Background: an optimization exercise with open tools, aiming at small area. Do not read the settings as production practice. Function not checked in this run: the RTL went through the layout flow alone. Power figures rest on the tool's default switching activity, not on a simulated workload.

## config.mk

```make
export PLATFORM = sky130hd
export DESIGN_NAME = abyss_engine
export DESIGN_NICKNAME = abyss_engine
export VERILOG_FILES = /design/flow/design.v
export SDC_FILE = /design/flow/constraint.sdc
export NUM_CORES = 4
export LEC_CHECK = 0
export CAP_MARGIN = 20
export CORE_MARGIN = 2
export CORE_UTILIZATION = 40
export SLEW_MARGIN = 20
```

## constraint.sdc

```tcl
create_clock -name core_clock -period 12.0 [get_ports {clk}]
set_input_delay 2.4000 -clock core_clock [delete_from_list [all_inputs] [get_ports {clk}]]
set_output_delay 2.4000 -clock core_clock [all_outputs]
set_load 0.01 [all_outputs]
```

## design.v

```verilog
`timescale 1ns / 1ps
module abyss_engine(
    input clk,
    input rst,
    input frame,
    input start,
    input restart,
    input moveright,
    input moveleft,
    input movedown,
    input moveup,
    output reg [1:0] cstate,
    output reg [10:0] charx,
    output reg [10:0] chary,
    output reg [10:0] monx,
    output reg [10:0] mony,
    output reg [10:0] keyx,
    output reg [10:0] keyy,
    output reg [10:0] gatex,
    output reg [10:0] gatey,
    output reg gatestate,
    output reg [1:0] direction,
    output reg [3:0] bignum,
    output reg [3:0] mednum,
    output reg [3:0] smallnum,
    output reg winflag,
    output reg deathflag,
    output reg timeflag,
    output reg [1:0] jumpframe
);
wire [1:0] nstate;  
assign nstate[1] = (cstate[1]&~restart)|(cstate[0]&~restart&deathflag)|(cstate[0]&~restart&winflag);
assign nstate[0] = (cstate[0]&~restart&~winflag)|(~cstate[1]&~cstate[0]&start)|(cstate[1]&cstate[0]&~restart);
always @(posedge clk)
begin
    if (rst)
        cstate <= 2'b00;
    else
        cstate <= nstate;
end
reg [3:0] cooldown;
reg [6:0] framecount;
reg tlstate;
reg brstate;
reg upstate;
reg restartCount;
reg [6:0] jumpcount;
reg gameoverflag;
reg [10:0] cx, cy, mx, my, kx, ky, gx, gy;
always @(posedge clk)
    if (rst)
    begin
        charx <= 11'd280;
        chary <= 11'd20;
        monx <= 11'd470;
        mony <= 11'd320;
        keyx <= 11'd360;
        keyy <= 11'd25;
        gatex <= 11'd30;
        gatey <= 11'd420;
        gatestate <= 0;
        direction <= 2'b00;
        bignum <= 4'd0;
        mednum <= 4'd9;
        smallnum <= 4'd9;
        framecount <= 0;
        cooldown <= 0;
        winflag <= 0;
        deathflag <= 0;
        timeflag <= 0;
        gameoverflag <= 0;
        jumpframe <= 0;
        jumpcount <= 0;
        tlstate <= 1;
        brstate <= 0;
        upstate <= 0;
        restartCount <= 0;
    end
    else if (frame)
    begin
        cx = charx; cy = chary; mx = monx; my = mony;
        kx = keyx; ky = keyy; gx = gatex; gy = gatey;
        if (bignum == 0 && mednum == 0 && smallnum == 0)
        begin
            timeflag <= 1;
            deathflag <= 1;
        end
        if ((bignum != 0 || mednum != 0 || smallnum != 0) && cstate == 1)         
        begin
            framecount <= framecount + 1;
            if (framecount == 60)
            begin
                framecount <= 0;
                smallnum <= smallnum - 1;
                if (smallnum == 0)
                begin
                    smallnum <= 9;
                    mednum <= mednum - 1;
                    if (mednum == 0)
                    begin
                        mednum <= 9;
                        bignum <= bignum - 1;
                    end
                end
            end
        end
        if (cstate == 3 && gameoverflag == 0 && jumpframe != 3)
        begin
            jumpcount <= jumpcount + 1;
            if (jumpcount == 75)
            begin
                jumpframe <= jumpframe + 1;
                jumpcount <= 0;
                if (jumpframe == 3)
                    gameoverflag <= 1;
            end
        end
        cooldown <= cooldown + 1;
        if (cooldown == 2)
        begin
            cooldown <= 0;
            if (restart == 1)
            begin
                bignum <= 4'd0;
                mednum <= 4'd9;
                smallnum <= 4'd9;
                cx = 11'd280;
                charx <= 11'd280;
                cy = 11'd20;
                chary <= 11'd20;
                mx = 11'd470;
                monx <= 11'd470;
                my = 11'd320;
                mony <= 11'd320;
                restartCount <= restartCount + 1;
                gatestate <= 0;
                deathflag <= 0;
                timeflag <= 0;
                gameoverflag <= 0;
                jumpframe <= 0;
                winflag <= 0;
                tlstate <= 1;
                brstate <= 0;
                upstate <= 0;
                if (restartCount == 1)
                begin
                    restartCount <= 0;
                    kx = 11'd30;
                    keyx <= 11'd30;
                    ky = 11'd425;
                    keyy <= 11'd425;
                    gx = 11'd360;
                    gatex <= 11'd360;
                    gy = 11'd30;
                    gatey <= 11'd30;
                end
                else
                begin                
                    kx = 11'd360;
                    keyx <= 11'd360;
                    ky = 11'd30;
                    keyy <= 11'd30;
                    gx = 11'd30;
                    gatex <= 11'd30;
                    gy = 11'd425;
                    gatey <= 11'd425;
                end
            end
            else
          if (moveright && (cx + 22 + 10 < 640) && (cx + 22> 0) &&
                    ((cx + 4 >= 15 & cx + 22 <= 55 & cy >= 15 & cy + 28 <= 260) ||(cx + 4 >= 15 & cx + 22 <= 55 & cy >= 275 & cy + 28 <= 395) 
                    ||(cx + 4 >= 15 & cx + 22 <= 625 & cy >= 410 & cy + 28 <= 465)
                    ||(cx + 4 >= 15 & cx + 22 <= 250 & cy >= 15 & cy + 28 <= 70) ||(cx + 4 >= 335 & cx + 22 <= 625 & cy >= 15 & cy + 28 <= 70) 
                    ||(cx + 4 >= 570 & cx + 22 <= 625 & cy >= 15 & cy + 28 <= 140) ||(cx + 4 >= 265 & cx + 22 <= 320 & cy >= 0 & cy + 28 <= 140) 
                    ||(cx + 4 >= 70 & cx + 22 <= 320 & cy >=85 & cy + 28 <=140) ||(cx + 4 >= 505 & cx + 22 <= 625 & cy >=85 & cy + 28 <=140)
                    ||(cx + 4 >= 335 & cx + 22 <= 490 & cy >=85 & cy + 28 <= 140) ||(cx + 4 >=505 & cx + 22 <=640 & cy >= 155 & cy + 28 <= 205) 
                    ||(cx + 4 >=505 & cx + 22 <= 555 & cy >=85 & cy + 28 <= 205) ||(cx + 4 >= 265 & cx + 22 <= 320 & cy >=300 & cy + 28 <= 465) 
                    ||(cx + 4 >= 570 & cx + 22 <=625 & cy >= 155 & cy + 28 <= 245) ||(cx + 4 >= 445 & cx + 22 <= 625 & cy >= 213 & cy + 28 <= 245)
                    ||(cx + 4 >= 445 & cx + 22 <= 490 & cy >= 85 & cy + 28 <= 245) ||(cx + 4 >= 505 & cx + 22 <=555 & cy >= 220 & cy + 28 <=300) 
                    ||(cx + 4 >= 445 & cx + 22 <= 555 & cy >= 260 & cy + 28 <= 300)||(cx + 4 >= 585 & cx + 22 <= 625 & cy >=315 & cy + 28 <= 465) 
                    ||(cx + 4 >= 515 & cx + 22 <=570 & cy >= 315 & cy + 28 <= 395) ||(cx + 4 >= 335 & cx + 22 <= 380 & cy >=85  & cy + 28 <= 260)
                    ||(cx + 4 >= 395 & cx + 22 <= 625 & cy >=315 & cy + 28 <= 360)||(cx + 4 >= 390 & cx + 22 <=435 & cy >= 85 & cy + 28 <= 140)
                    ||(cx + 4 >= 390 & cx + 22 <=435 & cy >= 155 & cy + 28 <= 360) 
                    ||(cx + 4 >= 265 & cx + 22 <=390 & cy >= 375 & cy + 28 <= 410)||(cx + 4 >= 265 & cx + 22 <= 350 & cy >=300 & cy + 28 <= 345) 
                    ||(cx + 4 >= 265 & cx + 22 <=380 & cy >= 215 & cy + 28 <= 260) ||(cx + 4 >= 185 & cx + 22 <= 235 & cy >= 215 & cy + 28 <= 465)
                    ||(cx + 4 >= 70 & cx + 22 <= 125 & cy >=85 & cy + 28 <= 200) ||(cx + 4 >= 15  & cx + 22 <=125 & cy >= 155 & cy + 28 <= 200) 
                    ||(cx + 4 >=15 & cx + 22 <= 125 & cy >= 215 & cy + 28 <= 260)||(cx + 4 >= 15 & cx + 22 <= 125 & cy >=275 & cy + 28 <= 315) 
                    ||(cx + 4 >= 70 & cx + 22 <=125 & cy >= 215 & cy + 28 <= 315) ||(cx + 4 >= 15 & cx + 22 <= 175 & cy >= 355 & cy + 28 <= 395)
                     ||(cx + 4 >= 135 & cx + 22 <=235 & cy >= 315 & cy + 28 <= 395) 
                    ||(cx + 4 >= 135 & cx + 22 <= 435 & cy >= 155 & cy + 28 <= 200)||(cx + 4 >= 135 & cx + 22 <= 180 & cy >=155 & cy + 28 <= 300) 
                    ||(cx + 4 >= 135 & cx + 22 <=235 & cy >= 215 & cy + 28 <= 300)))
          begin
                direction <= 2'b11;
                charx <= cx + 4;
          end
          else if (moveleft && (cx - 4 < 640) && (cx - 4> 0) && 
                    ((cx - 4 >= 15 & cx + 14 <= 55 & cy >= 15 & cy + 28 <= 260) ||(cx - 4 >= 15 & cx + 14 <= 55 & cy >= 275 & cy + 28 <= 395) 
                    ||(cx - 4 >= 15 & cx + 14 <= 625 & cy >= 410 & cy + 28 <= 465)
                    ||(cx - 4 >= 15 & cx + 14 <= 250 & cy >= 15 & cy + 28 <= 70) ||(cx - 4 >= 335 & cx + 14 <= 625 & cy >= 15 & cy + 28 <= 70) 
                    ||(cx - 4 >= 570 & cx + 14 <= 625 & cy >= 15 & cy + 28 <= 140) ||(cx - 4 >= 265 & cx + 14 <= 320 & cy >= 0 & cy + 28 <= 140) 
                    ||(cx - 4 >= 70 & cx + 14 <= 320 & cy >=85 & cy + 28 <=140) ||(cx - 4 >= 505 & cx + 14 <= 625 & cy >=85 & cy + 28 <=140)
                    ||(cx - 4 >= 335 & cx + 14 <= 490 & cy >=85 & cy + 28 <= 140) ||(cx - 4 >=505 & cx + 14 <=640 & cy >= 155 & cy + 28 <= 205) 
                    ||(cx - 4 >=505 & cx + 14 <= 555 & cy >=85 & cy + 28 <= 205) ||(cx - 4 >= 265 & cx + 14 <= 320 & cy >=300 & cy + 28 <= 465) 
                    ||(cx - 4 >= 570 & cx + 14 <=625 & cy >= 155 & cy + 28 <= 245) ||(cx - 4 >= 445 & cx + 14 <= 625 & cy >= 213 & cy + 28 <= 245)
                    ||(cx - 4 >= 445 & cx + 14 <= 490 & cy >= 85 & cy + 28 <= 245) ||(cx - 4 >= 505 & cx + 14 <=555 & cy >= 220 & cy + 28 <=300) 
                    ||(cx - 4 >= 445 & cx + 14 <= 555 & cy >= 260 & cy + 28 <= 300)||(cx - 4 >= 585 & cx + 14 <= 625 & cy >=315 & cy + 28 <= 465) 
                    ||(cx - 4 >= 515 & cx + 14 <=570 & cy >= 315 & cy + 28 <= 395) ||(cx - 4 >= 335 & cx + 14 <= 380 & cy >=85  & cy + 28 <= 260)
                    ||(cx - 4 >= 395 & cx + 14 <= 625 & cy >=315 & cy + 28 <= 360)||(cx - 4 >= 390 & cx + 14 <=435 & cy >= 85 & cy + 28<= 140)
                    ||(cx - 4 >= 390 & cx + 14 <=435 & cy >= 155 & cy + 28 <= 360) 
                    ||(cx - 4 >= 265 & cx + 14 <=390 & cy >= 375 & cy + 28 <= 410)||(cx - 4 >= 265 & cx + 14 <= 350 & cy >=300 & cy + 28 <= 345) 
                    ||(cx - 4 >= 265 & cx + 14 <=380 & cy >= 215 & cy + 28 <= 260) ||(cx - 4 >= 185 & cx + 14 <= 235 & cy >= 215 & cy + 28 <= 465)
                    ||(cx - 4 >= 70 & cx + 14 <= 125 & cy >=85 & cy + 28 <= 200) ||(cx - 4 >= 15  & cx + 14 <=125 & cy >= 155 & cy + 28 <= 200) 
                    ||(cx - 4 >=15 & cx + 14 <= 125 & cy >= 215 & cy + 28 <= 260)||(cx - 4 >= 15 & cx + 14 <= 125 & cy >=275 & cy + 28 <= 315) 
                    ||(cx - 4 >= 70 & cx + 14 <=125 & cy >= 215 & cy + 28 <= 315) ||(cx - 4 >= 15 & cx + 14 <= 175 & cy >= 355 & cy + 28 <= 395)
                     ||(cx - 4 >= 135 & cx + 14 <=235 & cy >= 315 & cy + 28 <= 395) 
                    ||(cx - 4 >= 135 & cx + 14 <= 435 & cy >= 155 & cy + 28 <= 200)||(cx - 4 >= 135 & cx + 14 <= 180 & cy >=155 & cy + 28 <= 300) 
                    ||(cx - 4 >= 135 & cx + 14 <=235 & cy >= 215 & cy + 28 <= 300)))
          begin
                direction <= 2'b10;
                charx <= cx - 4;
          end
          else if (movedown && (cy + 32 + 10 < 480) && (cy + 32> 0) && 
                    ((cx >= 15 & cx + 18 <= 55 & cy + 4 >= 15 & cy + 32 <= 260) ||(cx >= 15 & cx + 18 <= 55 & cy + 4 >= 275 & cy + 32 <= 395) 
                    ||(cx >= 15 & cx + 18 <= 625 & cy + 4 >= 410 & cy + 32 <= 465)
                    ||(cx >= 15 & cx + 18 <= 250 & cy + 4 >= 15 & cy + 32 <= 70) ||(cx >= 335 & cx + 18 <= 625 & cy + 4 >= 15 & cy + 32 <= 70) 
                    ||(cx >= 570 & cx + 18 <= 625 & cy + 4 >= 15 & cy + 32 <= 140) ||(cx >= 265 & cx + 18 <= 320 & cy + 4 >= 0 & cy + 32 <= 140) 
                    ||(cx >= 70 & cx + 18 <= 320 & cy + 4 >=85 & cy + 32 <=140) ||(cx >= 505 & cx + 18 <= 625 & cy + 4 >=85 & cy + 32 <=140)
                    ||(cx >= 335 & cx + 18 <= 490 & cy + 4 >=85 & cy + 32 <= 140) ||(cx >=505 & cx + 18 <=640 & cy + 4 >= 155 & cy + 32 <= 205) 
                    ||(cx >=505 & cx + 18 <= 555 & cy + 4 >=85 & cy + 32 <= 205) ||(cx >= 265 & cx + 18 <= 320 & cy + 4 >=300 & cy + 32 <= 465) 
                    ||(cx >= 570 & cx + 18 <=625 & cy + 4 >= 155 & cy + 32 <= 245) ||(cx >= 445 & cx + 18 <= 625 & cy + 4 >= 213 & cy + 32 <= 245)
                    ||(cx >= 445 & cx + 18 <= 490 & cy + 4 >= 85 & cy + 32 <= 245) ||(cx >= 505 & cx + 18 <=555 & cy + 4 >= 220 & cy + 32 <=300) 
                    ||(cx >= 445 & cx + 18 <= 555 & cy + 4 >= 260 & cy + 32 <= 300)||(cx >= 585 & cx + 18 <= 625 & cy + 4 >=315 & cy + 32 <= 465) 
                    ||(cx >= 515 & cx + 18 <=570 & cy + 4 >= 315 & cy + 32 <= 395) ||(cx >= 335 & cx + 18 <= 380 & cy + 4 >=85  & cy + 32 <= 260)
                    ||(cx >= 395 & cx + 18 <= 625 & cy + 4 >=315 & cy + 32 <= 360) ||(cx >= 390 & cx + 18 <=435 & cy + 4 >= 85 & cy + 32 <= 140)
                    ||(cx >= 390 & cx + 18 <=435 & cy + 4 >= 155 & cy + 32 <= 360) 
                    ||(cx >= 265 & cx + 18 <=390 & cy + 4 >= 375 & cy + 32 <= 410)||(cx >= 265 & cx + 18 <= 350 & cy + 4 >=300 & cy + 32 <= 345) 
                    ||(cx >= 265 & cx + 18 <=380 & cy + 4 >= 215 & cy + 32 <= 260) ||(cx >= 185 & cx + 18 <= 235 & cy + 4 >= 215 & cy + 32 <= 465)
                    ||(cx >= 70 & cx + 18 <= 125 & cy + 4 >=85 & cy + 32 <= 200) ||(cx >= 15  & cx + 18 <=125 & cy + 4 >= 155 & cy + 32 <= 200) 
                    ||(cx >=15 & cx + 18 <= 125 & cy + 4 >= 215 & cy + 32 <= 260)||(cx >= 15 & cx + 18 <= 125 & cy + 4 >=275 & cy + 32 <= 315) 
                    ||(cx >= 70 & cx + 18 <=125 & cy + 4 >= 215 & cy + 32 <= 315) ||(cx >= 15 & cx + 18 <= 175 & cy + 4 >= 355 & cy + 32 <= 395)
                     ||(cx >= 135 & cx + 18 <=235 & cy + 4 >= 315 & cy + 32 <= 395) 
                    ||(cx >= 135 & cx + 18 <= 435 & cy + 4 >= 155 & cy + 32 <= 200)||(cx >= 135 & cx + 18 <= 180 & cy + 4 >=155 & cy + 32 <= 300) 
                    ||(cx >= 135 & cx + 18 <=235 & cy + 4 >= 215 & cy + 32 <= 300)))
          begin
                direction <= 2'b00;
                chary <= cy + 4;
          end
          else if ((moveup && (cy - 4 < 480) && (cy - 4 > 0)) && 
                    ((cx >= 15 & cx + 18 <= 55 & cy - 4 >= 15 & cy + 24 <= 260) ||(cx >= 15 & cx + 18 <= 55 & cy - 4 >= 275 & cy + 24 <= 395) 
                    ||(cx >= 15 & cx + 18 <= 625 & cy - 4 >= 410 & cy + 24 <= 465)
                    ||(cx >= 15 & cx + 18 <= 250 & cy - 4 >= 15 & cy + 24 <= 70) ||(cx >= 335 & cx + 18 <= 625 & cy - 4 >= 15 & cy + 24 <= 70) 
                    ||(cx >= 570 & cx + 18 <= 625 & cy - 4 >= 15 & cy + 24 <= 140) ||(cx >= 265 & cx + 18 <= 320 & cy - 4 >= 0 & cy + 24 <= 140) 
                    ||(cx >= 70 & cx + 18 <= 320 & cy - 4 >=85 & cy + 24 <=140) ||(cx >= 505 & cx + 18 <= 625 & cy - 4 >=85 & cy + 24 <=140)
                    ||(cx >= 335 & cx + 18 <= 490 & cy - 4 >=85 & cy + 24 <= 140) ||(cx >=505 & cx + 18 <=640 & cy - 4 >= 155 & cy + 24 <= 205) 
                    ||(cx >= 505 & cx + 18 <= 555 & cy - 4 >=85 & cy + 24 <= 205) ||(cx >= 265 & cx + 18 <= 320 & cy - 4 >=300 & cy + 24 <= 465) 
                    ||(cx >= 570 & cx + 18 <=625 & cy - 4 >= 155 & cy + 24 <= 245) ||(cx >= 445 & cx + 18 <= 625 & cy - 4 >= 213 & cy + 24 <= 245)
                    ||(cx >= 445 & cx + 18 <= 490 & cy - 4 >= 85 & cy + 24 <= 245) ||(cx >= 505 & cx + 18 <=555 & cy - 4 >= 220 & cy + 24 <=300) 
                    ||(cx >= 445 & cx + 18 <= 555 & cy - 4 >= 260 & cy + 24 <= 300)||(cx >= 585 & cx + 18 <= 625 & cy - 4 >=315 & cy + 24 <= 465) 
                    ||(cx >= 515 & cx + 18 <=570 & cy - 4 >= 315 & cy + 24 <= 395) ||(cx >= 335 & cx + 18 <= 380 & cy - 4 >=85  & cy + 24 <= 260)
                    ||(cx >= 395 & cx + 18 <= 625 & cy - 4 >=315 & cy + 24 <= 360) ||(cx >= 390 & cx + 18 <=435 & cy - 4 >= 85 & cy + 24 <= 140)
                    ||(cx >= 390 & cx + 18 <=435 & cy - 4 >= 155 & cy + 24 <= 360)  
                    ||(cx >= 265 & cx + 18 <=390 & cy - 4 >= 375 & cy + 24 <= 410)||(cx >= 265 & cx + 18 <= 350 & cy - 4 >=300 & cy + 24 <= 345) 
                    ||(cx >= 265 & cx + 18 <=380 & cy - 4 >= 215 & cy + 24 <= 260) ||(cx >= 185 & cx + 18 <= 235 & cy - 4 >= 215 & cy + 24 <= 465)
                    ||(cx >= 70 & cx + 18 <= 125 & cy - 4 >=85 & cy + 24 <= 200) ||(cx >= 15  & cx + 18 <=125 & cy - 4 >= 155 & cy + 24 <= 200) 
                    ||(cx >= 15 & cx + 18 <= 125 & cy - 4 >= 215 & cy + 24 <= 260)||(cx >= 15 & cx + 18 <= 125 & cy - 4 >=275 & cy + 24 <= 315) 
                    ||(cx >= 70 & cx + 18 <=125 & cy - 4 >= 215 & cy + 24 <= 315) ||(cx >= 15 & cx + 18 <= 175 & cy - 4 >= 355 & cy + 24 <= 395)
                    ||(cx >= 135 & cx + 18 <=235 & cy - 4 >= 315 & cy + 24 <= 395) 
                    ||(cx >= 135 & cx + 18 <= 435 & cy - 4 >= 155 & cy + 24 <= 200)||(cx >= 135 & cx + 18 <= 180 & cy - 4 >=155 & cy + 24 <= 300) 
                    ||(cx >= 135 & cx + 18 <=235 & cy - 4 >= 215 & cy + 24 <= 300)))
          begin
                direction <= 2'b01;
                chary <= cy - 4;
          end
      if ((cx + 17 > mx) && (cx < mx + 35) && (cy + 25 > my) && (cy < my + 50))
                deathflag <= 1;
      if ((cx + 10 > kx) && (cx < kx + 10) && (cy + 10 > ky) && (cy < ky + 10))
                gatestate <= 1;
      if ((cx + 10 > gx) && (cx < gx + 10) && (cy + 17 > gy) && (cy < gy + 17) && gatestate == 1)
                winflag <= 1;
      if (cstate==1)
      begin
            if ( (cx + 17 > mx) && (cx < mx + 35) &&
           (((cx >= 390 & cx <=435 & cy >= 155 & cy <= 360)&&(mx >= 390 & mx <=435 & my >= 155 & my <= 360))||
            ((cx >= 335 & cx <= 380 & cy >=85  & cy <= 260)&&(mx >= 335 & mx <= 380 & my >=85  & my <= 260))||
            ((cx >= 185 & cx <= 235 & cy >= 215 & cy <= 465)&&(mx >= 185 & mx <= 235 & my >= 215 & my <= 465))))
           begin
               if (cy + 25 > my)
                    mony <= my + 16;
               else if (cy < my + 50)
                    mony <= my - 16;
               end 
          else if ( (cy + 25 > my) && (cy < my + 50) && 
            (((cx >= 135 & cx <=435 & cy >= 155 & cy <= 200)&&(mx >= 135 & mx <=435 & my >= 155 & my <= 200))||
            ((cy >= 400 & cy <= 465)&&(my >= 400 & my <= 465))||
            ((cx >= 395 & cx <= 625 & cy >=315 & cy <= 360) && (mx >= 395 & mx <= 625 & my >=315 & my <= 360))))
               begin
               if (cx + 17 > mx)
                    monx <= mx + 16;
               else if (cx < mx + 35)
                    monx <= mx - 16;
               end 
          else
          begin
            if (tlstate == 1)
            begin
                if (
                        ((mx - 4 >= 15 & mx + 11 <= 55 & my >= 15 & my + 25 <= 260) ||(mx - 4 >= 15 & mx + 11 <= 55 & my >= 275 & my + 25 <= 395) 
                        ||(mx - 4 >= 15 & mx + 11 <= 625 & my >= 410 & my + 25 <= 465)
                        ||(mx - 4 >= 15 & mx + 11 <= 250 & my >= 15 & my + 25 <= 70) ||(mx - 4 >= 335 & mx + 11 <= 625 & my >= 15 & my + 25 <= 70) 
                        ||(mx - 4 >= 570 & mx + 11 <= 625 & my >= 15 & my + 25 <= 140) ||(mx - 4 >= 265 & mx + 11 <= 320 & my >= 0 & my + 25 <= 140) 
                        ||(mx - 4 >= 70 & mx + 11 <= 320 & my >=85 & my + 25 <=140) ||(mx - 4 >= 505 & mx + 11 <= 625 & my >=85 & my + 25 <=140)
                        ||(mx - 4 >= 335 & mx + 11 <= 490 & my >=85 & my + 25 <= 140) ||(mx - 4 >=505 & mx + 11 <=640 & my >= 155 & my + 25 <= 205) 
                        ||(mx - 4 >=505 & mx + 11 <= 555 & my >=85 & my + 25 <= 205) ||(mx - 4 >= 265 & mx + 11 <= 320 & my >=300 & my + 25 <= 465) 
                        ||(mx - 4 >= 570 & mx + 11 <=625 & my >= 155 & my + 25 <= 245) ||(mx - 4 >= 445 & mx + 11 <= 625 & my >= 213 & my + 25 <= 245)
                        ||(mx - 4 >= 445 & mx + 11 <= 490 & my >= 85 & my + 25 <= 245) ||(mx - 4 >= 505 & mx + 11 <=555 & my >= 220 & my + 25 <=300) 
                        ||(mx - 4 >= 445 & mx + 11 <= 555 & my >= 260 & my + 25 <= 300)||(mx - 4 >= 585 & mx + 11 <= 625 & my >=315 & my + 25 <= 465) 
                        ||(mx - 4 >= 515 & mx + 11 <=570 & my >= 315 & my + 25 <= 395) ||(mx - 4 >= 335 & mx + 11 <= 380 & my >=85  & my + 25 <= 260)
                        ||(mx - 4 >= 395 & mx + 11 <= 625 & my >=315 & my + 25 <= 360) ||(mx - 4 >= 390 & mx + 11 <=435 & my >= 85 & my + 25 <= 140)
                        ||(mx - 4 >= 390 & mx + 11 <=435 & my >= 155 & my + 25 <= 360) 
                        ||(mx - 4 >= 265 & mx + 11 <=390 & my >= 375 & my + 25 <= 410)||(mx - 4 >= 265 & mx + 11 <= 350 & my >=300 & my + 25 <= 345) 
                        ||(mx - 4 >= 265 & mx + 11 <=380 & my >= 215 & my + 25 <= 260) ||(mx - 4 >= 185 & mx + 11 <= 235 & my >= 215 & my + 25 <= 465)
                        ||(mx - 4 >= 70 & mx + 11 <= 125 & my >=85 & my + 25 <= 200) ||(mx - 4 >= 15  & mx + 11 <=125 & my >= 155 & my + 25 <= 200) 
                        ||(mx - 4 >=15 & mx + 11 <= 125 & my >= 215 & my + 25 <= 260)||(mx - 4 >= 15 & mx + 11 <= 125 & my >=275 & my + 25 <= 315) 
                        ||(mx - 4 >= 70 & mx + 11 <=125 & my >= 215 & my + 25 <= 315) ||(mx - 4 >= 15 & mx + 11 <= 175 & my >= 355 & my + 25 <= 395)
                         ||(mx - 4 >= 135 & mx + 11 <=235 & my >= 315 & my + 25 <= 395) 
                        ||(mx - 4 >= 135 & mx + 11 <= 435 & my >= 155 & my + 25 <= 200)||(mx - 4 >= 135 & mx + 11 <= 180 & my >=155 & my + 25 <= 300) 
                        ||(mx - 4 >= 135 & mx + 11 <=235 & my >= 215 & my + 25 <= 300)))
              begin
                    monx <= mx - 5;
              end
              else if (
                        ((mx >= 15 & mx + 15 <= 55 & my - 4 >= 15 & my + 21 <= 260) ||(mx >= 15 & mx + 15 <= 55 & my - 4 >= 275 & my + 21 <= 395) 
                        ||(mx >= 15 & mx + 15 <= 625 & my - 4 >= 410 & my + 21 <= 465)
                        ||(mx >= 15 & mx + 15 <= 250 & my - 4 >= 15 & my + 21 <= 70) ||(mx >= 335 & mx + 15 <= 625 & my - 4 >= 15 & my + 21 <= 70) 
                        ||(mx >= 570 & mx + 15 <= 625 & my - 4 >= 15 & my + 21 <= 140) ||(mx >= 265 & mx + 15 <= 320 & my - 4 >= 0 & my + 21 <= 140) 
                        ||(mx >= 70 & mx + 15 <= 320 & my - 4 >=85 & my + 21 <=140) ||(mx >= 505 & mx + 15 <= 625 & my - 4 >=85 & my + 21 <=140)
                        ||(mx >= 335 & mx + 15 <= 490 & my - 4 >=85 & my + 21 <= 140) ||(mx >=505 & mx + 15 <=640 & my - 4 >= 155 & my + 21 <= 205) 
                        ||(mx >= 505 & mx + 15 <= 555 & my - 4 >=85 & my + 21 <= 205) ||(mx >= 265 & mx + 15 <= 320 & my - 4 >=300 & my + 21 <= 465) 
                        ||(mx >= 570 & mx + 15 <=625 & my - 4 >= 155 & my + 21 <= 245) ||(mx >= 445 & mx + 15 <= 625 & my - 4 >= 213 & my + 21 <= 245)
                        ||(mx >= 445 & mx + 15 <= 490 & my - 4 >= 85 & my + 21 <= 245) ||(mx >= 505 & mx + 15 <=555 & my - 4 >= 220 & my + 21 <=300) 
                        ||(mx >= 445 & mx + 15 <= 555 & my - 4 >= 260 & my + 21 <= 300)||(mx >= 585 & mx + 15 <= 625 & my - 4 >=315 & my + 21 <= 465) 
                        ||(mx >= 515 & mx + 15 <=570 & my - 4 >= 315 & my + 21 <= 395) ||(mx >= 335 & mx + 15 <= 380 & my - 4 >=85  & my + 21 <= 260)
                        ||(mx >= 395 & mx + 15 <= 625 & my - 4 >=315 & my + 21 <= 360) ||(mx >= 390 & mx + 15 <=435 & my - 4 >= 85 & my + 21 <= 140)
                        ||(mx >= 390 & mx + 15 <=435 & my - 4 >= 155 & my + 21 <= 360) 
                        ||(mx >= 265 & mx + 15 <=390 & my - 4 >= 375 & my + 21 <= 410)||(mx >= 265 & mx + 15 <= 350 & my - 4 >=300 & my + 21 <= 345) 
                        ||(mx >= 265 & mx + 15 <=380 & my - 4 >= 215 & my + 21 <= 260) ||(mx >= 185 & mx + 15 <= 235 & my - 4 >= 215 & my + 21 <= 465)
                        ||(mx >= 70 & mx + 15 <= 125 & my - 4 >=85 & my + 21 <= 200) ||(mx >= 15  & mx + 15 <=125 & my - 4 >= 155 & my + 21 <= 200) 
                        ||(mx >= 15 & mx + 15 <= 125 & my - 4 >= 215 & my + 21 <= 260)||(mx >= 15 & mx + 15 <= 125 & my - 4 >=275 & my + 21 <= 315) 
                        ||(mx >= 70 & mx + 15 <=125 & my - 4 >= 215 & my + 21 <= 315) ||(mx >= 15 & mx + 15 <= 175 & my - 4 >= 355 & my + 21 <= 395)
                        ||(mx >= 135 & mx + 15 <=235 & my - 4 >= 315 & my + 21 <= 395) 
                        ||(mx >= 135 & mx + 15 <= 435 & my - 4 >= 155 & my + 21 <= 200)||(mx >= 135 & mx + 15 <= 180 & my - 4 >=155 & my + 21 <= 300) 
                        ||(mx >= 135 & mx + 15 <=235 & my - 4 >= 215 & my + 21 <= 300)))
              begin
                    mony <= my - 5;
              end
            else
            begin
                tlstate <= 0;
                brstate <= 1;
            end
        end
        else if (brstate == 1)
            begin
                if (
                    ((mx >= 15 & mx + 15 <= 55 & my + 4 >= 15 & my + 29 <= 260) ||(mx >= 15 & mx + 15 <= 55 & my + 4 >= 275 & my + 29 <= 395) 
                    ||(mx >= 15 & mx + 15 <= 625 & my + 4 >= 410 & my + 29 <= 465)
                    ||(mx >= 15 & mx + 15 <= 250 & my + 4 >= 15 & my + 29 <= 70) ||(mx >= 335 & mx + 15 <= 625 & my + 4 >= 15 & my + 29 <= 70) 
                    ||(mx >= 570 & mx + 15 <= 625 & my + 4 >= 15 & my + 29 <= 140) ||(mx >= 265 & mx + 15 <= 320 & my + 4 >= 0 & my + 29 <= 140) 
                    ||(mx >= 70 & mx + 15 <= 320 & my + 4 >=85 & my + 29 <=140) ||(mx >= 505 & mx + 15 <= 625 & my + 4 >=85 & my + 29 <=140)
                    ||(mx >= 335 & mx + 15 <= 490 & my + 4 >=85 & my + 29 <= 140) ||(mx >=505 & mx + 15 <=640 & my + 4 >= 155 & my + 29 <= 205) 
                    ||(mx >=505 & mx + 15 <= 555 & my + 4 >=85 & my + 29 <= 205) ||(mx >= 265 & mx + 15 <= 320 & my + 4 >=300 & my + 29 <= 465) 
                    ||(mx >= 570 & mx + 15 <=625 & my + 4 >= 155 & my + 29 <= 245) ||(mx >= 445 & mx + 15 <= 625 & my + 4 >= 213 & my + 29 <= 245)
                    ||(mx >= 445 & mx + 15 <= 490 & my + 4 >= 85 & my + 29 <= 245) ||(mx >= 505 & mx + 15 <=555 & my + 4 >= 220 & my + 29 <=300) 
                    ||(mx >= 445 & mx + 15 <= 555 & my + 4 >= 260 & my + 29 <= 300)||(mx >= 585 & mx + 15 <= 625 & my + 4 >=315 & my + 29 <= 465) 
                    ||(mx >= 515 & mx + 15 <=570 & my + 4 >= 315 & my + 29 <= 395) ||(mx >= 335 & mx + 15 <= 380 & my + 4 >=85  & my + 29 <= 260)
                    ||(mx >= 395 & mx + 15 <= 625 & my + 4 >=315 & my + 29 <= 360) ||(mx >= 390 & mx + 15 <=435 & my + 4 >= 85 & my + 29 <= 140)
                    ||(mx >= 390 & mx + 15 <=435 & my + 4 >= 155 & my + 29 <= 360) 
                    ||(mx >= 265 & mx + 15 <=390 & my + 4 >= 375 & my + 29 <= 410)||(mx >= 265 & mx + 15 <= 350 & my + 4 >=300 & my + 29 <= 345) 
                    ||(mx >= 265 & mx + 15 <=380 & my + 4 >= 215 & my + 29 <= 260) ||(mx >= 185 & mx + 15 <= 235 & my + 4 >= 215 & my + 29 <= 465)
                    ||(mx >= 70 & mx + 15 <= 125 & my + 4 >=85 & my + 29 <= 200) ||(mx >= 15  & mx + 15 <=125 & my + 4 >= 155 & my + 29 <= 200) 
                    ||(mx >=15 & mx + 15 <= 125 & my + 4 >= 215 & my + 29 <= 260)||(mx >= 15 & mx + 15 <= 125 & my + 4 >=275 & my + 29 <= 315) 
                    ||(mx >= 70 & mx + 15 <=125 & my + 4 >= 215 & my + 29 <= 315) ||(mx >= 15 & mx + 15 <= 175 & my + 4 >= 355 & my + 29 <= 395)
                     ||(mx >= 135 & mx + 15 <=235 & my + 4 >= 315 & my + 29 <= 395) 
                    ||(mx >= 135 & mx + 15 <= 435 & my + 4 >= 155 & my + 29 <= 200)||(mx >= 135 & mx + 15 <= 180 & my + 4 >=155 & my + 29 <= 300) 
                    ||(mx >= 135 & mx + 15 <=235 & my + 4 >= 215 & my + 29 <= 300))
                    && my + 29 <= 450)
          begin
                mony <= my + 5;
          end
              else if (
                        ((mx + 4 >= 15 & mx + 19 <= 55 & my >= 15 & my + 25 <= 260) ||(mx + 4 >= 15 & mx + 19 <= 55 & my >= 275 & my + 25 <= 395) 
                        ||(mx + 4 >= 15 & mx + 19 <= 625 & my >= 410 & my + 25 <= 465)
                        ||(mx + 4 >= 15 & mx + 19 <= 250 & my >= 15 & my + 25 <= 70) ||(mx + 4 >= 335 & mx + 19 <= 625 & my >= 15 & my + 25 <= 70) 
                        ||(mx + 4 >= 570 & mx + 19 <= 625 & my >= 15 & my + 25 <= 140) ||(mx + 4 >= 265 & mx + 19 <= 320 & my >= 0 & my + 25 <= 140) 
                        ||(mx + 4 >= 70 & mx + 19 <= 320 & my >=85 & my + 25 <=140) ||(mx + 4 >= 505 & mx + 19 <= 625 & my >=85 & my + 25 <=140)
                        ||(mx + 4 >= 335 & mx + 19 <= 490 & my >=85 & my + 25 <= 140) ||(mx + 4 >=505 & mx + 19 <=640 & my >= 155 & my + 25 <= 205) 
                        ||(mx + 4 >=505 & mx + 19 <= 555 & my >=85 & my + 25 <= 205) ||(mx + 4 >= 265 & mx + 19 <= 320 & my >=300 & my + 25 <= 465) 
                        ||(mx + 4 >= 570 & mx + 19 <=625 & my >= 155 & my + 25 <= 245) ||(mx + 4 >= 445 & mx + 19 <= 625 & my >= 213 & my + 25 <= 245)
                        ||(mx + 4 >= 445 & mx + 19 <= 490 & my >= 85 & my + 25 <= 245) ||(mx + 4 >= 505 & mx + 19 <=555 & my >= 220 & my + 25 <=300) 
                        ||(mx + 4 >= 445 & mx + 19 <= 555 & my >= 260 & my + 25 <= 300)||(mx + 4 >= 585 & mx + 19 <= 625 & my >=315 & my + 25 <= 465) 
                        ||(mx + 4 >= 515 & mx + 19 <=570 & my >= 315 & my + 25 <= 395) ||(mx + 4 >= 335 & mx + 19 <= 380 & my >=85  & my + 25 <= 260)
                        ||(mx + 4 >= 395 & mx + 19 <= 625 & my >=315 & my + 25 <= 360) ||(mx + 4 >= 390 & mx + 19 <=435 & my >= 85 & my + 25 <= 140) 
                         ||(mx + 4 >= 390 & mx + 19 <=435 & my >= 155 & my + 25 <= 360) 
                        ||(mx + 4 >= 265 & mx + 19 <=390 & my >= 375 & my + 25 <= 410)||(mx + 4 >= 265 & mx + 19 <= 350 & my >=300 & my + 25 <= 345) 
                        ||(mx + 4 >= 265 & mx + 19 <=380 & my >= 215 & my + 25 <= 260) ||(mx + 4 >= 185 & mx + 19 <= 235 & my >= 215 & my + 25 <= 465)
                        ||(mx + 4 >= 70 & mx + 19 <= 125 & my >=85 & my + 25 <= 200) ||(mx + 4 >= 15  & mx + 19 <=125 & my >= 155 & my + 25 <= 200) 
                        ||(mx + 4 >=15 & mx + 19 <= 125 & my >= 215 & my + 25 <= 260)||(mx + 4 >= 15 & mx + 19 <= 125 & my >=275 & my + 25 <= 315) 
                        ||(mx + 4 >= 70 & mx + 19 <=125 & my >= 215 & my + 25 <= 315) ||(mx + 4 >= 15 & mx + 19 <= 175 & my >= 355 & my + 25 <= 395)
                         ||(mx + 4 >= 135 & mx + 19 <=235 & my >= 315 & my + 25 <= 395) 
                        ||(mx + 4 >= 135 & mx + 19 <= 435 & my >= 155 & my + 25 <= 200)||(mx + 4 >= 135 & mx + 19 <= 180 & my >=155 & my + 25 <= 300) 
                        ||(mx + 4 >= 135 & mx + 19 <=235 & my >= 215 & my + 25 <= 300)))
              begin
                    monx <= mx + 5;
              end
            else
            begin
                brstate <= 0;
                upstate <= 1;
            end
           end
      else if (upstate == 1)
            begin
                if (
                    ((mx >= 15 & mx + 15 <= 55 & my - 4 >= 15 & my + 21 <= 260) ||(mx >= 15 & mx + 15 <= 55 & my - 4 >= 275 & my + 21 <= 395) 
                    ||(mx >= 15 & mx + 15 <= 625 & my - 4 >= 410 & my + 21 <= 465)
                    ||(mx >= 15 & mx + 15 <= 250 & my - 4 >= 15 & my + 21 <= 70) ||(mx >= 335 & mx + 15 <= 625 & my - 4 >= 15 & my + 21 <= 70) 
                    ||(mx >= 570 & mx + 15 <= 625 & my - 4 >= 15 & my + 21 <= 140) ||(mx >= 265 & mx + 15 <= 320 & my - 4 >= 0 & my + 21 <= 140) 
                    ||(mx >= 70 & mx + 15 <= 320 & my - 4 >=85 & my + 21 <=140) ||(mx >= 505 & mx + 15 <= 625 & my - 4 >=85 & my + 21 <=140)
                    ||(mx >= 335 & mx + 15 <= 490 & my - 4 >=85 & my + 21 <= 140) ||(mx >=505 & mx + 15 <=640 & my - 4 >= 155 & my + 21 <= 205) 
                    ||(mx >= 505 & mx + 15 <= 555 & my - 4 >=85 & my + 21 <= 205) ||(mx >= 265 & mx + 15 <= 320 & my - 4 >=300 & my + 21 <= 465) 
                    ||(mx >= 570 & mx + 15 <=625 & my - 4 >= 155 & my + 21 <= 245) ||(mx >= 445 & mx + 15 <= 625 & my - 4 >= 213 & my + 21 <= 245)
                    ||(mx >= 445 & mx + 15 <= 490 & my - 4 >= 85 & my + 21 <= 245) ||(mx >= 505 & mx + 15 <=555 & my - 4 >= 220 & my + 21 <=300) 
                    ||(mx >= 445 & mx + 15 <= 555 & my - 4 >= 260 & my + 21 <= 300)||(mx >= 585 & mx + 15 <= 625 & my - 4 >=315 & my + 21 <= 465) 
                    ||(mx >= 515 & mx + 15 <=570 & my - 4 >= 315 & my + 21 <= 395) ||(mx >= 335 & mx + 15 <= 380 & my - 4 >=85  & my + 21 <= 260)
                    ||(mx >= 395 & mx + 15 <= 625 & my - 4 >=315 & my + 21 <= 360) ||(mx >= 390 & mx + 15 <=435 & my - 4 >= 85 & my + 21 <= 140) 
                    ||(mx >= 390 & mx + 15 <=435 & my - 4 >= 155 & my + 21 <= 360) 
                    ||(mx >= 265 & mx + 15 <=390 & my - 4 >= 375 & my + 21 <= 410)||(mx >= 265 & mx + 15 <= 350 & my - 4 >=300 & my + 21 <= 345) 
                    ||(mx >= 265 & mx + 15 <=380 & my - 4 >= 215 & my + 21 <= 260) ||(mx >= 185 & mx + 15 <= 235 & my - 4 >= 215 & my + 21 <= 465)
                    ||(mx >= 70 & mx + 15 <= 125 & my - 4 >=85 & my + 21 <= 200) ||(mx >= 15  & mx + 15 <=125 & my - 4 >= 155 & my + 21 <= 200) 
                    ||(mx >= 15 & mx + 15 <= 125 & my - 4 >= 215 & my + 21 <= 260)||(mx >= 15 & mx + 15 <= 125 & my - 4 >=275 & my + 21 <= 315) 
                    ||(mx >= 70 & mx + 15 <=125 & my - 4 >= 215 & my + 21 <= 315) ||(mx >= 15 & mx + 15 <= 175 & my - 4 >= 355 & my + 21 <= 395)
                    ||(mx >= 135 & mx + 15 <=235 & my - 4 >= 315 & my + 21 <= 395) 
                    ||(mx >= 135 & mx + 15 <= 435 & my - 4 >= 155 & my + 21 <= 200)||(mx >= 135 & mx + 15 <= 180 & my - 4 >=155 & my + 21 <= 300) 
                    ||(mx >= 135 & mx + 15 <=235 & my - 4 >= 215 & my + 21 <= 300)))
                  begin
                        mony <= my - 5;
                  end
            else
            begin
                upstate <= 0;
                tlstate <= 1;
            end
       end
       end
       end
    end
end
endmodule
```

## run.sh

```bash
#!/bin/bash
# synth_recipe.tcl (not shown) runs the flow's synth.tcl, then flattens the netlist and writes it again
# the make line also repeats each setting of config.mk as NAME=value (left out here)
make -C /OpenROAD-flow-scripts/flow DESIGN_CONFIG=/design/flow/config.mk WORK_HOME=/design/flow/orfs CLKGATE_MAP_FILE= SYNTH_SCRIPT=/design/flow/synth_recipe.tcl finish
```

==> impl_metrics.env <==
export IMPL_outcome="no timing/DRC/antenna violations"
export IMPL_drv_cap=0
export IMPL_drt_wl_total_um=157000
export IMPL_grt_pass1_wl_um=229000
export IMPL_clockBufferDepth=2
export IMPL_clk_pin_slew_ps=70
export IMPL_start_kind="primary input"
export IMPL_fin_setup_tns_ps=0
export IMPL_cts_tree="done"
export IMPL_power_total_uw=1290
export IMPL_cp_top_family="compound AO/OA/AOI/OAI gates"
export IMPL_hold_path_class="register to register"
export IMPL_gr_usage_all_layers_pct=42.5
export IMPL_area_growth_pct=8.55
export IMPL_critical_path_required_ps=12430
export IMPL_synth_warnings=1
export IMPL_seq_area_frac_synth_pct=9.29
export IMPL_ff2ff_path_depth=15
export IMPL_place_inst=4975
export IMPL_cts_resized=0
export IMPL_synth_edf_count=0
export IMPL_synth_distinct_cells=129
export IMPL_dieArea_um2=71600
export IMPL_ios=119
export IMPL_routabilityCongestion=1.08
export IMPL_synthesis_instances=4110
export IMPL_syn_avg_cell_area_um2=6.76
export IMPL_row_count=96
export IMPL_cp_slowest_cell="nor3_1"
export IMPL_instances_no_fill=5008
export IMPL_vias=36219
export IMPL_leakage_uw=0.0110
export IMPL_clk_insertion_delay_late_ps=500
export IMPL_path_max_fanout=87
export IMPL_cts_sinks=129
export IMPL_drt_iter0_drc=6004
export IMPL_initial_core_util_pct=40.5
export IMPL_cts_root_buf="clkbuf_16"
export IMPL_vdd_drop_max_mv=0.105
export IMPL_pre_cts_ws_ps=2830
export IMPL_antenna_found_initial=5
export IMPL_post_cts_buffers=0
export IMPL_grt_overflow=0
export IMPL_critPathCaptureType="register"
export IMPL_max_freq_mhz=111
export IMPL_min_path_cells=2
export IMPL_fin_ws_ps=2970
export IMPL_firstDrtPassIters=9
export IMPL_syn_cell_area_um2=27800
export IMPL_drc=0
export IMPL_ys_flop_type="dfxtp_1"
export IMPL_fp_dieH_um=268
export IMPL_arrival_ps=9460
export IMPL_cpPeakStageDelay_ps=620
export IMPL_crit_buf_inv=4
export IMPL_power_density_nw_per_um2=42.6
export IMPL_hold_viol_final=0
export IMPL_layout_min_cycle_time_ps=9030
export IMPL_hpwl_um=118000
export IMPL_ys_seq_elements=129
export IMPL_viasPerCell=7.23
export IMPL_core_area_um2=68700
export IMPL_diodes=0
export IMPL_wl_per_cell_um=31.4
export IMPL_hold_buffers=0
export IMPL_synthArstFlopShare_pct=0
export IMPL_crit_chain="clkbuf_8 > buf_4 > nand2b_1 > clkinv_1 > ha_1 > buf_4 > a211oi_1 > nor3_1 > o211ai_1 > nand2_1 > nor3_1 > o21ai_1 > o2111ai_1 > a2111o_1 > o31a_1 > nand2b_4 > a21o_1 > mux2_1 > nor2_1"
export IMPL_fin_crit_sh_pct=75.3
export IMPL_ctsHtreeMaxLevel=4
export IMPL_grt_pass1_vias=33335
export IMPL_numCtsBuffers=17
export IMPL_grt_max_degree=88
export IMPL_die_w_um=268
export IMPL_path_class="primary input to register"
export IMPL_relSlewSlack_pct=18.9
export IMPL_skew_ps=24.7
export IMPL_rsz0062_at_grt="false"
export IMPL_io_buffers=114
export IMPL_finalMaxSlewViolations=0
export IMPL_hold_slack_ps=478
export IMPL_layout_drive_gt1_share_pct=7.58
export IMPL_cp_num_cells=19
export IMPL_worst_slew_pin_slew_ps=1200
export IMPL_final_antenna_net_count=0
export IMPL_nNetsFinal=4267
export IMPL_setup_viol=0
where the power goes:
part           switching (µW)  internal (µW)  total (µW)  leakage [µW]
clock network             282            301         583      0.000302
registers                6.07            433         439       0.00104
logic                     183           82.1         265       0.00961
total                     471            815        1290        0.0110
worst paths after layout:
path | slack [ps] | end | from
worst max register to register | 5550 | chary[9] | charx[3]
worst max-delay path | 2970 | mony[0] | restart
worst min register to register | 480 | timeflag | timeflag
worst min-delay path | 480 | timeflag | timeflag
sequential cells by signal, summed over array words and instances (netlist names), 4 cells and up:
signal / cells
keyy: 11
smallnum: 4
cooldown: 4
mony: 11
jumpcount: 7
gatey: 11
framecount: 7
charx: 9
gatex: 11
chary: 9
monx: 11
bignum: 4
mednum: 4
keyx: 11
layout make-up:
cell class / instances / area [µm²]
inverter: 125 / 470
timing repair buffer: 212 / 1870
sequential: 129 / 2590
clock buffer: 17 / 425
tap: 931 / 1160
clock inverter: 15 / 185
fill: 7358 / 38500
multi-input combinational: 3579 / 23500
cell families after synthesis:
family	Yosys count	synth area share, %
AOI/OAI and AO/OA	1457	36.1
muxes	54	2.02
adders and majority gates	195	8.77
xor gates and xnor gates	168	5.35
and+or+nand+nor	1677	31.6
DFF	129	9.29
other	2	0.0270
buffers and inverters	428	6.86
routing by layer:
metal / vias up / GRT usage (%) / wire (µm)
met5: - / 0 / 41
met1: 17176 / 58.0 / 64400
met2: 2916 / 60.6 / 62600
li1: 15538 / - / -
met4: 6 / 19.3 / 8640
met3: 583 / 13.0 / 21700
synth_stat cells (20+ instances only):
cell type	instances	share of area [%]
a22oi_1	34	0.92
a2111oi_0	21	0.66
mux2i_1	37	1.3
a21oi_1	310	5.6
nand2b_1	45	1.0
nand4b_1	20	0.63
or3_1	52	1.2
xor2_1	42	1.3
nand3_1	160	2.9
xnor2_1	124	3.9
o22ai_1	40	0.90
nand4_1	84	1.9
buf_2	90	1.6
o211ai_1	73	2.0
buf_4	28	0.76
inv_1	108	1.5
nor3b_1	23	0.62
buf_1	27	0.36
o31ai_1	35	0.95
a21o_1	56	1.5
nor4_1	60	1.4
or4_1	25	0.68
o21ai_0	257	4.6
ha_1	194	8.7
a211oi_1	61	1.6
o2111ai_1	36	1.1
and3_1	62	1.4
dfxtp_1	129	9.3
nor2_1	382	5.2
or2_2	43	0.97
nor3_1	140	2.5
nand2_1	362	4.9
o21a_1	99	2.7
clkbuf_1	147	2.0
nor2b_1	55	1.2
a31oi_1	82	1.8
and2_1	51	1.1
cell usage in the layout, fill, tap and decap left out, drive strengths merged, types with 84 or more instances in the layout:
master | Yosys | routed
nor2 | 386 | 386
clkdlybuf4s50 | 0 | 112
o21a | 99 | 99
nor3 | 145 | 145
xnor2 | 126 | 126
a21oi | 312 | 312
buf | 156 | 99
nand2 | 364 | 364
o21ai | 273 | 273
inv | 117 | 127
ha | 194 | 194
dfxtp | 129 | 129
nand3 | 164 | 164
nand4 | 84 | 84
stage by stage:
step	util, %	instance area (µm²)
after floorplan	-	27900
after global placement	43.0	29500
after detailed placement	43.0	29500
after CTS	43.9	30100
after global routing	43.9	30200
final	43.9	30200
worst register-to-register path, delay by kind of cell, from the launching register on:
family                     cells  cell delay, ps
adders and majority gates      1             860
AOI/OAI and AO/OA              8            2720
buffers and inverters          2             880
DFF                            1             300
muxes                          1             420
and+or+nand+nor                3            1190

[separate check: timing with driven ports]
The flow's constraints put no driver on any port. The routed layout listed below was extracted and timed again, unchanged, in two steps.
Step 1, drivers: a clkbuf_16 drives clk and a buf_2 each remaining input, both assumed.
Step 2 moves the port delays by t, midway between the first and last clock arrival at a register: inputs arrive t later, outputs are due t later. That takes back most of the time a late clock gives input paths.
Slacks: ideal ports / drivers / drivers and shift; pairs: ideal ports / drivers.
shift t [ns]: 0.550
setup slack, ns: 2.970 / 2.993 / 2.443
hold WS [ns]: 0.478 / 0.478 / 0.478
After both steps this run still meets setup and hold. For this run, drivers alone change the setup slack by +0.023 ns; drivers and shift together by -0.527 ns.
